What follows belongs to an exercise in optimizing a design on an open flow for small area; a production flow would make more cautious choices.
At most, simulation tests tie the RTL to the original design; equivalence was not proved.

==> flow/design.v (excerpt) <==
module EF
#(
    parameter TAP_N     = 17,
    parameter DI_IL_W   = 2,
    parameter DI_FL_W   = 5,
    parameter DI_W      = DI_IL_W + DI_FL_W + 1,
    parameter C_IL_W    = 2,
    parameter C_FL_W    = 5,
    parameter C_W       = C_IL_W + C_FL_W + 1,
    parameter DO_IL_W   = 2,
    parameter DO_FL_W   = 5,
    parameter DO_W      = DO_IL_W + DO_FL_W + 1
)
(
    input  wire                    clk,
    input  wire                    rst_n,
    input  wire                    valid_i,
    input  wire signed [DI_W-1:0]  data_i,
    input  wire [TAP_N*C_W-1:0]    coeff_i,
    output reg                     valid_o,
    output reg  signed [DO_W-1:0]  data_o
);
Size in the first run: ~590 cells after synthesis, ~180 flip-flops, roughly 160 I/O pins, about 7500 sq um of cells after synthesis.
Settings: LEC_CHECK=0, CAP_MARGIN=20, CORE_MARGIN=2, CORE_UTILIZATION=40, CTS_BUF_LIST=sky130_fd_sc_hd__clkbuf_16, CTS_CLUSTER_DIAMETER=100, CTS_CLUSTER_SIZE=50, SLEW_MARGIN=20, SYNTH_HIERARCHICAL=1, SYNTH_MINIMUM_KEEP_SIZE=0; clock period 5.0 ns.
standard.sh (not shown) runs the stock make flow with config.mk's settings and CLKGATE_MAP_FILE= SYNTH_SCRIPT=/design/flow/synth_recipe.tcl, a recipe that flattens the netlist after the stock synthesis.
==> flow/flow/run.sh <==
#!/bin/bash
# The standard layout, with plain buf_1 cells as the port buffers.
set -euo pipefail
bash standard.sh BUFFER_PORTS_ARGS="-buffer_cell sky130_fd_sc_hd__buf_1" finish > make_finish.log 2>&1
The starting point produced a clean layout.
Edit:
--- a/flow/config.mk
+++ b/flow/config.mk
@@ -11,3 +11 @@
-export CTS_BUF_LIST = sky130_fd_sc_hd__clkbuf_16
-export CTS_CLUSTER_DIAMETER = 100
-export CTS_CLUSTER_SIZE = 50
+export CTS_BUF_LIST = sky130_fd_sc_hd__clkbuf_4 sky130_fd_sc_hd__clkbuf_8
- setup slack gets better by 0.020 ns
- clock skew grows by 0.0057 ns
- critical path depth is unchanged
- die area is unchanged
Edit:
--- a/flow/config.mk
+++ b/flow/config.mk
@@ -11 +11,3 @@
-export CTS_BUF_LIST = sky130_fd_sc_hd__clkbuf_4 sky130_fd_sc_hd__clkbuf_8
+export CTS_BUF_LIST = sky130_fd_sc_hd__clkbuf_8
+export CTS_CLUSTER_DIAMETER = 60
+export CTS_CLUSTER_SIZE = 30
Design area stays the same.
Global-route usage stays the same.
Count of clock-buffer cells in the layout does not change.
First-iteration DRC count is unchanged.
Wire length stays the same.
Cell count is unchanged.
Die area stays the same.
Register-to-register slack stays flat.
No functional check of the RTL was part of any run of this note.

---

Another version of the RTL of EF (not shown whole).
For scale: roughly 160 I/O pins, about 7400 sq um of cells after synthesis.
export LEC_CHECK = 0
export CAP_MARGIN = 20
export CORE_MARGIN = 2
export CORE_UTILIZATION = 65
export CTS_BUF_LIST = sky130_fd_sc_hd__clkbuf_4 sky130_fd_sc_hd__clkbuf_8
export SLEW_MARGIN = 20
export SYNTH_HIERARCHICAL = 1
export SYNTH_MINIMUM_KEEP_SIZE = 0
create_clock -name core_clock -period 5.0 [get_ports {clk}]
Scripts as last shown in full above: flow/flow/run.sh
The starting point finished clean.
==> next run, changes <==
- CORE_UTILIZATION: 65 -> 40
Effect: The new run passed the timing, DRC and antenna checks; die area went up by 60%; core utilization went down by 28 points; via count went up by 0.76%; cell area went up by 0.76%; sequential share of layout area went down by 0.31 points; fmax went up by 1.1%; worst setup slack improves by 0.052 ns; final cell count went up by 9.6%.
No functional check of the RTL was part of any run of this note.

---

Setup of red:
EF, a different RTL version from the one above (not shown whole).
Size: ~660 cells after synthesis, about 180 flip-flops, ~160 I/O pins, about 7700 um^2 of cells after synthesis.
## EF
module EF
#(
    parameter TAP_N     = 17,
    parameter DI_IL_W   = 2,
    parameter DI_FL_W   = 5,
    parameter DI_W      = DI_IL_W + DI_FL_W + 1,
    parameter C_IL_W    = 2,
    parameter C_FL_W    = 5,
    parameter C_W       = C_IL_W + C_FL_W + 1,
    parameter DO_IL_W   = 2,
    parameter DO_FL_W   = 5,
    parameter DO_W      = DO_IL_W + DO_FL_W + 1
)
(
    input  wire                    clk,
    input  wire                    rst_n,
    input  wire                    valid_i,
    input  wire signed [DI_W-1:0]  data_i,
    input  wire [TAP_N*C_W-1:0]    coeff_i,
    output reg                     valid_o,
    output reg  signed [DO_W-1:0]  data_o
);
reg [7:0]  ring [0:15];    
reg [7:0]  xn;             
reg [7:0]  cb;             
reg [3:0]  d;              
reg [3:0]  cnt;            
reg        v1;             
reg        busy;           
reg        primed;         
reg [19:0] acc;
wire       last = busy & (cnt == 4'd15);
wire       ins  = busy & (d == 4'd0);
wire [7:0] head = primed ? ring[0] : 8'd0;
integer i;
always @(posedge clk) begin
    for (i = 0; i < 15; i = i + 1) ring[i] <= ring[i+1];
    ring[15] <= ins ? xn : head;
    if (valid_i) xn <= data_i;
end
always @(posedge clk or negedge rst_n) begin
    if (!rst_n) begin
        d       <= 4'd0;
        cnt     <= 4'd0;
        v1      <= 1'b0;
        busy    <= 1'b0;
        primed  <= 1'b0;
        valid_o <= 1'b0;
    end else begin
        if (!last) d <= d + 4'd1;
        if (busy) cnt <= cnt + 4'd1;
        v1 <= valid_i;
        if (v1) busy <= 1'b1;
        else if (last) busy <= 1'b0;
        if (last) primed <= 1'b1;
        valid_o <= last;
    end
end
wire [3:0] ci  = ~(d + 4'd1);
wire       cgo = 1'b1;
wire [127:0] chi = coeff_i[135:8];
wire [7:0]   csel = chi[8*ci +: 8];
  ...
clock: 5.0 ns
lec_check: 0
cap_margin: 20
core_margin: 2
core_utilization: 40
slew_margin: 20
run.sh (not shown) runs the stock make flow with config.mk's settings and CLKGATE_MAP_FILE= SYNTH_SCRIPT=/design/flow/synth_recipe.tcl, a recipe that flattens the netlist after the stock synthesis.
Stock flow here: none of the scripts above is used.
red | stages: all done | timing, DRC, antenna: all pass
Inputs modified between red and blue:
- setting CTS_BUF_LIST to sky130_fd_sc_hd__clkbuf_4 sky130_fd_sc_hd__clkbuf_8 for the first time
blue and red all finish clean.
For the area added between synthesis and finish, blue came in 2.1 points lower than red did.
Summary of blue over red: routed wirelength normalized by instance count decreased by 0.11 um relative to the old numbers.
Comparing blue and red, the lower sequential fraction of total cell area was measured on red.
When the final numbers for blue and red were put side by side, the first-pass GRT wire length turned out to be greater in red.
Ratio of cells with drive above 1 in the final layout: blue > red
Delta (blue minus red): cell area saw a decrease.

## static timing again, ports no longer ideal
Ports are ideal in the flow. The routed layouts listed here were re-timed in OpenROAD.
Step 1 sets driving cells, clkbuf_16 on the clock port and buf_2 on the other inputs (assumed; they add their load-dependent delay and slew).
Step 2 times the ports against the registers' clock, not the clock port: input delays grow and output delays shrink by t, the midpoint of the rising clock arrivals with the driver on.
Slacks: no drivers / after step 1 / after step 2; pairs: no drivers / after step 1.
run	t (ns)	slack for setup (ns)	worst setup path at the end	worst slew at a driven data input, ns	pins driven straight from the clock port
the first run of note 1	0.464	0.315 / 0.315 / 0.315	register to register	0.05	1
the second run of note 1	0.489	0.335 / 0.335 / 0.335	register to register	0.04	1
the third run of note 1	0.489	0.335 / 0.335 / 0.335	register to register	0.04	1
the first run of note 2	0.482	0.304 / 0.304 / 0.304	register to register	0.09	1
the second run of note 2	0.481	0.355 / 0.355 / 0.355	register to register	0.05	1
red	0.458	0.157 / 0.157 / 0.157	register to register	0.07	1
blue	0.484	0.168 / 0.168 / 0.168	register to register	0.07	1
After both steps every run listed still meets setup and hold.
